Background: an optimization exercise with open tools, aiming at small area. Do not read the settings as production practice. In this exercise RTL edits were held to simulation tests only and were not proved equivalent to the original. Power is estimated from default activity; no workload was simulated.

==> flow/design.v <==
module freq_detector(
    input             clk,
    input             rst_n,
    input             pulse_in,
    output reg [18:0] freq
);
reg d1, d2, d3;
always @(posedge clk or negedge rst_n) begin
    if (!rst_n) begin
        d1 <= 1'b0;
        d2 <= 1'b0;
        d3 <= 1'b0;
    end else begin
        d1 <= pulse_in;
        d2 <= d1;
        d3 <= d2;
    end
end
wire pre = pulse_in & ~d1;    
wire st1 = d1 & ~d2;          
wire st2 = d2 & ~d3;          
wire st0 = pre & ~st2;        
wire hold = pre | st1;
reg  [19:0] K;
wire        sat = &K[19:15];
wire [20:0] ic;
wire [19:0] K_inc;
assign ic[0] = ~hold & ~sat;
genvar i;
generate
    for (i = 0; i < 20; i = i + 1) begin : g_inc
        assign K_inc[i] = K[i] ^ ic[i];
        assign ic[i+1]  = K[i] & ic[i];
    end
endgenerate
always @(posedge clk or negedge rst_n) begin
    if (!rst_n)
        K <= 20'd1;
    else if (st2)
        K <= 20'd3;
    else
        K <= K_inc;
end
wire lt67 = ~|K[19:7] & (~K[6] | (~|K[5:2] & ~(K[1] & K[0])));
reg  [6:0]  Q;
reg  [19:0] X;
wire [13:0] bw;                  
wire [12:0] rd;
assign bw[0] = 1'b0;
generate
    for (i = 0; i < 13; i = i + 1) begin : g_rd
        if (i < 7) begin : g_lo
            assign rd[i]   = X[i] ^ Q[i] ^ bw[i];
            assign bw[i+1] = (~X[i] & Q[i]) | (~X[i] & bw[i]) | (Q[i] & bw[i]);
        end else begin : g_hi
            assign rd[i]   = X[i] ^ bw[i];
            assign bw[i+1] = ~X[i] & bw[i];
        end
    end
endgenerate
wire        neg = bw[13];
wire [13:0] ac;
wire [12:0] radj;
assign ac[0] = 1'b1;
generate
    for (i = 0; i < 13; i = i + 1) begin : g_ra
        assign radj[i] = rd[i] ^ K[i] ^ ac[i];
        assign ac[i+1] = (rd[i] & K[i]) | (rd[i] & ac[i]) | (K[i] & ac[i]);
    end
endgenerate
wire [7:0] qc;
wire [6:0] Qdec;
assign qc[0] = neg & ~hold;
generate
    for (i = 0; i < 7; i = i + 1) begin : g_qd
        assign Qdec[i] = Q[i] ^ qc[i];
        assign qc[i+1] = ~Q[i] & qc[i];
    end
endgenerate
wire [12:0] Rn = lt67 ? 13'd58 : (neg ? radj : rd);    
reg  [7:0]  qs;       
wire [3:0]  cb = {st0, st0, 1'b0, st0};    
wire [19:0] nK = ~K;
wire [19:0] r0, r1, r2, r3;
wire [3:0]  qb;
div_row u_r0 (.p({X,  cb[3]}), .nd(nK), .q(qb[3]), .r(r0));
div_row u_r1 (.p({r0, cb[2]}), .nd(nK), .q(qb[2]), .r(r1));
div_row u_r2 (.p({r1, cb[1]}), .nd(nK), .q(qb[1]), .r(r2));
div_row u_r3 (.p({r2, cb[0]}), .nd(nK), .q(qb[0]), .r(r3));
always @(posedge clk) begin
    Q  <= lt67 ? 7'd72 : Qdec;
    X  <= (st0 | st1) ? r3 : {7'd0, Rn};
    qs <= {qs[3:0], qb};
end
always @(posedge clk or negedge rst_n) begin
    if (!rst_n)
        freq <= 19'd0;
    else if (st2 & ~lt67)
        freq <= {Q, qs, qb};
end
endmodule
module div_row(
    input  [20:0] p,
    input  [19:0] nd,
    output        q,
    output [19:0] r
);
wire [20:0] c;
wire [19:0] s;
assign c[0] = 1'b1;
genvar i;
generate
    for (i = 0; i < 20; i = i + 1) begin : g_b
        assign s[i]   = p[i] ^ nd[i] ^ c[i];
        assign c[i+1] = (p[i] & nd[i]) | (p[i] & c[i]) | (nd[i] & c[i]);
    end
endgenerate
assign q = p[20] | c[20];
assign r = q ? s : p[19:0];
endmodule
module top_freq_test (
    input wire         clk        ,
    input wire         rst_n      ,
    input wire         pulse_sig_1,
    input wire         pulse_sig_2,
    input wire         pulse_sig_3,
    input wire         pulse_sig_4,
    output wire [19:0] freq_out_1 ,
    output wire [19:0] freq_out_2 ,
    output wire [19:0] freq_out_3 ,
    output wire [19:0] freq_out_4
);
assign freq_out_1[19] = 1'b0;
assign freq_out_2[19] = 1'b0;
assign freq_out_3[19] = 1'b0;
assign freq_out_4[19] = 1'b0;
freq_detector u_freq_detector_0 (.clk(clk), .rst_n(rst_n), .pulse_in(pulse_sig_1), .freq(freq_out_1[18:0]));
freq_detector u_freq_detector_1 (.clk(clk), .rst_n(rst_n), .pulse_in(pulse_sig_2), .freq(freq_out_2[18:0]));
freq_detector u_freq_detector_2 (.clk(clk), .rst_n(rst_n), .pulse_in(pulse_sig_3), .freq(freq_out_3[18:0]));
freq_detector u_freq_detector_3 (.clk(clk), .rst_n(rst_n), .pulse_in(pulse_sig_4), .freq(freq_out_4[18:0]));
endmodule
clock: 80.0 ns
lec_check: 0
cap_margin: 0
core_margin: 2
core_utilization: 50
gpl_timing_driven: 0
slew_margin: 0
run.sh (not shown) runs the stock make flow with config.mk's settings and CLKGATE_MAP_FILE= SYNTH_SCRIPT=/design/flow/synth_recipe.tcl, a recipe that flattens the netlist after the stock synthesis.
Change:
- ABC_AREA: not set -> 1
- CTS_BUF_LIST: not set -> sky130_fd_sc_hd__clkbuf_8
- CTS_CLUSTER_DIAMETER: not set -> 60
- CTS_CLUSTER_SIZE: not set -> 16
The changed run finished with timing, DRC and antenna clean.
Count of clock-buffer cells in the layout drops by 15.
Wire length rises by 6.7%.
Final cell count came out higher by 27%.
Synthesized area goes up by 4.4%.
Via count went up by about 17%.
First-iteration DRC count is higher by about 11%.
Clock power goes down by 37%.
Worst hold slack gains 11 ps.
Die area rose by 4.4%.
Final area rises by about 1.7%.
Setup slack gains 2400 ps.
Change:
- ABC_AREA: 1 -> not set
The changed run completed without violations.
Routed wire length drops by about 7%.
Synthesized area drops by 4.2%.
Non-clock buffer count drops by 5.
Worst hold slack degrades by 5.8 ps.
Combinational power drops by about 17%.
Cell area drops by 3.6%.
Fmax drops by 4.4%.
Power drops by about 10%.
Change:
==> flow/flow/run.sh (new file) <==
#!/bin/bash
# Standard ORFS layout (the standard.sh), with two changes:
#  * port buffers use sky130_fd_sc_hd__buf_1 (every port still gets a buffer)
#  * clock tree synthesis does not insert dummy loads
# The whole make output goes to flow.log in this folder.
set -euo pipefail
export BUFFER_PORTS_ARGS="-buffer_cell sky130_fd_sc_hd__buf_1"
export CTS_ARGS="-sink_clustering_enable -repair_clock_nets -dont_use_dummy_load -buf_list sky130_fd_sc_hd__clkbuf_8 -sink_clustering_size 16 -sink_clustering_max_diameter 60"
bash standard.sh finish > flow.log 2>&1
==> flow/standard.sh (new file) <==
#!/bin/bash
# synth_recipe.tcl (not shown) runs the flow's synth.tcl, then flattens the netlist and writes it again
# the make line also repeats each setting of config.mk as NAME=value (left out here)
make -C /OpenROAD-flow-scripts/flow DESIGN_CONFIG=/design/flow/config.mk WORK_HOME=/design/flow/orfs CLKGATE_MAP_FILE= SYNTH_SCRIPT=/design/flow/synth_recipe.tcl "${@:-finish}"
removed: flow/run.sh
Result: Setup slack gains 330 ps; design area falls by 3.1%; die area is unchanged; first-iteration DRC count fell by 14%; wire length shrinks by 1.8%; flip-flop and latch count does not change; sequential share of layout area came out higher by 0.82 points; via count fell by 0.36%.


Another version of the RTL of top_freq_test (not shown whole).
For scale: ~310 flip-flops, about 86 I/O pins, roughly 0.023 mm^2 of cells after synthesis.
// top_freq_test
module top_freq_test (
    input wire         clk        ,
    input wire         rst_n      ,
    input wire         pulse_sig_1,
    input wire         pulse_sig_2,
    input wire         pulse_sig_3,
    input wire         pulse_sig_4,
    output wire [19:0] freq_out_1 ,
    output wire [19:0] freq_out_2 ,
    output wire [19:0] freq_out_3 ,
    output wire [19:0] freq_out_4
);
Settings: LEC_CHECK=0, CAP_MARGIN=0, CORE_MARGIN=2, CORE_UTILIZATION=50, GPL_TIMING_DRIVEN=0, SLEW_MARGIN=0; clock period 80.0 ns.
standard.sh (not shown) runs the stock make flow with config.mk's settings and CLKGATE_MAP_FILE= SYNTH_SCRIPT=/design/flow/synth_recipe.tcl, a recipe that flattens the netlist after the stock synthesis.
==> flow/flow/run.sh <==
#!/bin/bash
# The standard layout (standard.sh), with these changes:
#  * synthesis: the ABC mapping script is flow/abc_area_map.script (area
#    mapping without ABC's buffering/upsizing for delay), and Yosys's generic
#    'abc -fast' pass inside 'synth -run fine:' is skipped (-noabc); the
#    rest of ORFS's synthesis (flop mapping, flattening, names) is unchanged.
#  * port buffers are sky130_fd_sc_hd__buf_1 (every port still gets one).
#  * clock tree synthesis uses clkbuf_4 and inserts no dummy loads.
# make's whole output goes to flow.log here; ORFS's per-step logs are under orfs/logs.
set -euo pipefail
here=$(pwd)
rm -rf "$here/scripts"
cp -r "$FLOW_HOME/scripts" "$here/scripts"
cp "$here/flow/abc_area_map.script" "$here/scripts/abc_speed.script"
sed -i 's/synth -top $::env(DESIGN_NAME) -run fine: {\*}$synth_full_args/synth -top $::env(DESIGN_NAME) -run fine: -noabc {*}$synth_full_args/' "$here/scripts/synth.tcl"
grep -q -- '-run fine: -noabc' "$here/scripts/synth.tcl"
export SCRIPTS_DIR="$here/scripts"
export BUFFER_PORTS_ARGS="-buffer_cell sky130_fd_sc_hd__buf_1"
export CTS_ARGS="-sink_clustering_enable -repair_clock_nets -dont_use_dummy_load -buf_list sky130_fd_sc_hd__clkbuf_4 -sink_clustering_size 10 -sink_clustering_max_diameter 40"
bash standard.sh finish > flow.log 2>&1
==> flow/flow/abc_area_map.script <==
strash
dch
map -a
topo
&get -n
&st
&dch
&nf -R 1000 -p
&put
Then changed:
--- a/flow/flow/run.sh
+++ b/flow/flow/run.sh
@@ -6,5 +6,5 @@
 #    rest of ORFS's synthesis (flop mapping, flattening, names) is unchanged.
 #  * port buffers are sky130_fd_sc_hd__buf_1 (every port still gets one).
-#  * clock tree synthesis uses clkbuf_4 and inserts no dummy loads.
+#  * clock tree synthesis uses clkbuf_8 and inserts no dummy loads.
 # make's whole output goes to flow.log here; ORFS's per-step logs are under orfs/logs.
 set -euo pipefail
@@ -17,4 +17,4 @@
 export SCRIPTS_DIR="$here/scripts"
 export BUFFER_PORTS_ARGS="-buffer_cell sky130_fd_sc_hd__buf_1"
-export CTS_ARGS="-sink_clustering_enable -repair_clock_nets -dont_use_dummy_load -buf_list sky130_fd_sc_hd__clkbuf_4 -sink_clustering_size 10 -sink_clustering_max_diameter 40"
+export CTS_ARGS="-sink_clustering_enable -repair_clock_nets -dont_use_dummy_load -buf_list sky130_fd_sc_hd__clkbuf_8 -sink_clustering_size 16 -sink_clustering_max_diameter 60"
 bash standard.sh finish > flow.log 2>&1
- The changed run completed without violations
- core utilization is about the same
- worst setup slack degrades by 0.10 ns
- final area hardly moves
- via count goes down by 1.2%
- combinational power barely changes
- non-clock buffer count does not change
- fmax hardly moves
- area after synthesis does not change
- clock power goes up by about 7%
- register-to-register slack degrades by 0.03 ns


top_freq_test, a different RTL version from the one above (not shown whole).
For scale: about 310 flip-flops, about 86 I/O pins, roughly 0.022 mm^2 of cells after synthesis.
clock: 80.0 ns
lec_check: 0
cap_margin: 0
core_margin: 2
core_utilization: 50
gpl_timing_driven: 0
slew_margin: 0
==> flow/flow/run.sh <==
#!/bin/bash
# The standard layout (standard.sh), with these changes:
#  * synthesis: the ABC mapping script is flow/abc_area_map.script (area
#    mapping without ABC's buffering/upsizing for delay), and Yosys's generic
#    'abc -fast' pass inside 'synth -run fine:' is skipped (-noabc); the
#    rest of ORFS's synthesis (flop mapping, flattening, names) is unchanged.
#  * port buffers are sky130_fd_sc_hd__buf_1 (every port still gets one).
#  * clock tree synthesis uses clkbuf_4 and inserts no dummy loads.
# make's whole output goes to flow.log here; ORFS's per-step logs are under orfs/logs.
set -euo pipefail
here=$(pwd)
rm -rf "$here/scripts"
cp -r "$FLOW_HOME/scripts" "$here/scripts"
cp "$here/flow/abc_area_map.script" "$here/scripts/abc_speed.script"
sed -i 's/synth -top $::env(DESIGN_NAME) -run fine: {\*}$synth_full_args/synth -top $::env(DESIGN_NAME) -run fine: -noabc {*}$synth_full_args/' "$here/scripts/synth.tcl"
grep -q -- '-run fine: -noabc' "$here/scripts/synth.tcl"
export SCRIPTS_DIR="$here/scripts"
export BUFFER_PORTS_ARGS="-buffer_cell sky130_fd_sc_hd__buf_1"
export CTS_ARGS="-sink_clustering_enable -repair_clock_nets -dont_use_dummy_load -buf_list sky130_fd_sc_hd__clkbuf_4 -sink_clustering_size 10 -sink_clustering_max_diameter 40"
bash standard.sh finish > flow.log 2>&1
Scripts as last shown in full above: flow/flow/abc_area_map.script
Rerun with:
- CORE_UTILIZATION: 50 -> 70
- non-clock buffer count drops by 2
- total power is lower slightly
- die area went down by a quarter to a third
- fmax is about the same
- sequential share of layout area goes up by 0.39 points
- clock skew came out higher by 0.046 ns
- global-route usage climbs by 7.7 points
- register-to-register slack gets better by 0.12 ns
- final area went down slightly
- count of clock-buffer cells in the layout drops by 5
- routed wire length came out lower by a few percent


## violet
Another version of the RTL of top_freq_test (not shown whole).
For scale: about 2000 cells after synthesis, roughly 86 I/O pins, about 0.021 mm² of cells after synthesis.
Settings: LEC_CHECK=0, CAP_MARGIN=0, CORE_MARGIN=2, CORE_UTILIZATION=70, GPL_TIMING_DRIVEN=0, SLEW_MARGIN=0; clock period 80.0 ns.
Scripts as last shown in full above: flow/flow/run.sh, flow/flow/abc_area_map.script
violet went all the way through the flow, and no timing, DRC or antenna check failed.
> inputs changed (violet -> quartz)
--- a/flow/flow/run.sh
+++ b/flow/flow/run.sh
@@ -8 +8 @@
-#  * clock tree synthesis uses clkbuf_4 and inserts no dummy loads.
+#  * clock tree synthesis uses clkbuf_8 and inserts no dummy loads.
@@ -19 +19 @@
-export CTS_ARGS="-sink_clustering_enable -repair_clock_nets -dont_use_dummy_load -buf_list sky130_fd_sc_hd__clkbuf_4 -sink_clustering_size 10 -sink_clustering_max_diameter 40"
+export CTS_ARGS="-sink_clustering_enable -repair_clock_nets -dont_use_dummy_load -buf_list sky130_fd_sc_hd__clkbuf_8 -sink_clustering_size 16 -sink_clustering_max_diameter 60"
## What came out
- In the reports for quartz and violet, the larger sequential cell fraction of total power belongs to violet.
- Compared with violet, quartz shows top achievable clock speed that has gone down slightly.
- Synthesis-to-layout area growth: quartz > violet
- [compare] base=violet new=quartz: total detailed-routing wirelength shows no meaningful change, overall power after layout rose about 1%.
- First-pass GRT wire length: quartz worse than violet
For tundra, these inputs were changed with respect to quartz:
--- a/flow/flow/run.sh
+++ b/flow/flow/run.sh
@@ -8 +8 @@
-#  * clock tree synthesis uses clkbuf_8 and inserts no dummy loads.
+#  * clock tree synthesis uses clkbuf_4 and inserts no dummy loads.
@@ -19 +19 @@
-export CTS_ARGS="-sink_clustering_enable -repair_clock_nets -dont_use_dummy_load -buf_list sky130_fd_sc_hd__clkbuf_8 -sink_clustering_size 16 -sink_clustering_max_diameter 60"
+export CTS_ARGS="-sink_clustering_enable -repair_clock_nets -dont_use_dummy_load -buf_list sky130_fd_sc_hd__clkbuf_4 -sink_clustering_size 10 -sink_clustering_max_diameter 40"
==> flow/flow/abc_area_map.script <==
&get -n
&st
&dch
&nf -R 1000 -p -F 8 -A 8 -C 32
&put
==> summary.txt <==
- No run among quartz and tundra stopped early or left any final violation; all are clean.
- Relative to quartz, the wire length of the first global-routing pass of tundra is lower by 6.8 mm.
- Taking quartz as the reference point, the tap cell instance count of tundra falls by about 1.5%.
- A capturing element of the worst setup path of u_freq_detector_0.freq[0]$_DFFE_PN0P_ is what tundra shows, while u_freq_detector_3.freq[0]$_DFFE_PN0P_ belongs to quartz.
- | reg-to-reg setup timing slack | lower: tundra |
- Beginning of the critical path: pulse_sig_4 -> quartz, pulse_sig_1 -> tundra
- tundra vs quartz — standard cell area after detailed placement dropped slightly

static timing again, ports no longer ideal:
How much do the figures lean on ideal ports? The routed layouts below were timed once more, with nothing changed but the port constraints. Step 1 (the two cells are an assumption about what drives the block):
set clk [get_ports {clk}]
set_driving_cell -lib_cell sky130_fd_sc_hd__clkbuf_16 $clk
set_driving_cell -lib_cell sky130_fd_sc_hd__buf_2 [delete_from_list [all_inputs] $clk]
Step 2 adds t to the input delays and takes it off the output delays; t is the mean of the earliest and latest rising clock arrival at the registers after step 1. Input paths then give back, and output paths get back, about the clock's delay inside the block. a / b / c = no drivers / after step 1 / after step 2; a / b = the first two.
| run | shift t [ns] | setup WS [ns] | worst hold slack (ns) | pins driven straight from the clock port |
|---|---|---|---|---|
| the first run of note 1 | 0.619 | 25.517 / 25.553 / 24.933 | 0.345 / 0.345 / 0.345 | 1 |
| the second run of note 1 | 0.677 | 27.965 / 27.988 / 27.311 | 0.356 / 0.356 / 0.356 | 1 |
| the third run of note 1 | 0.681 | 25.593 / 25.623 / 24.941 | 0.350 / 0.350 / 0.350 | 1 |
| the fourth run of note 1 | 0.653 | 25.925 / 25.947 / 25.294 | 0.320 / 0.320 / 0.320 | 1 |
| the first run of note 2 | 0.767 | 23.902 / 23.888 / 23.121 | 0.318 / 0.318 / 0.318 | 1 |
| the second run of note 2 | 0.649 | 23.800 / 23.788 / 23.139 | 0.326 / 0.326 / 0.326 | 1 |
| the first run of note 3 | 0.844 | 25.342 / 25.355 / 24.511 | 0.332 / 0.332 / 0.332 | 1 |
| the second run of note 3 | 0.768 | 25.376 / 25.384 / 24.616 | 0.327 / 0.327 / 0.327 | 1 |
| violet | 0.740 | 30.653 / 30.666 / 29.926 | 0.344 / 0.344 / 0.344 | 1 |
| quartz | 0.636 | 30.459 / 30.473 / 29.837 | 0.356 / 0.356 / 0.356 | 1 |
| tundra | 0.739 | 25.923 / 25.929 / 25.190 | 0.323 / 0.323 / 0.323 | 1 |
After both steps every run listed still meets setup and hold. For the first run of note 3, which loses most, drivers alone change the setup slack by +0.013 ns; drivers and shift together by -0.831 ns.
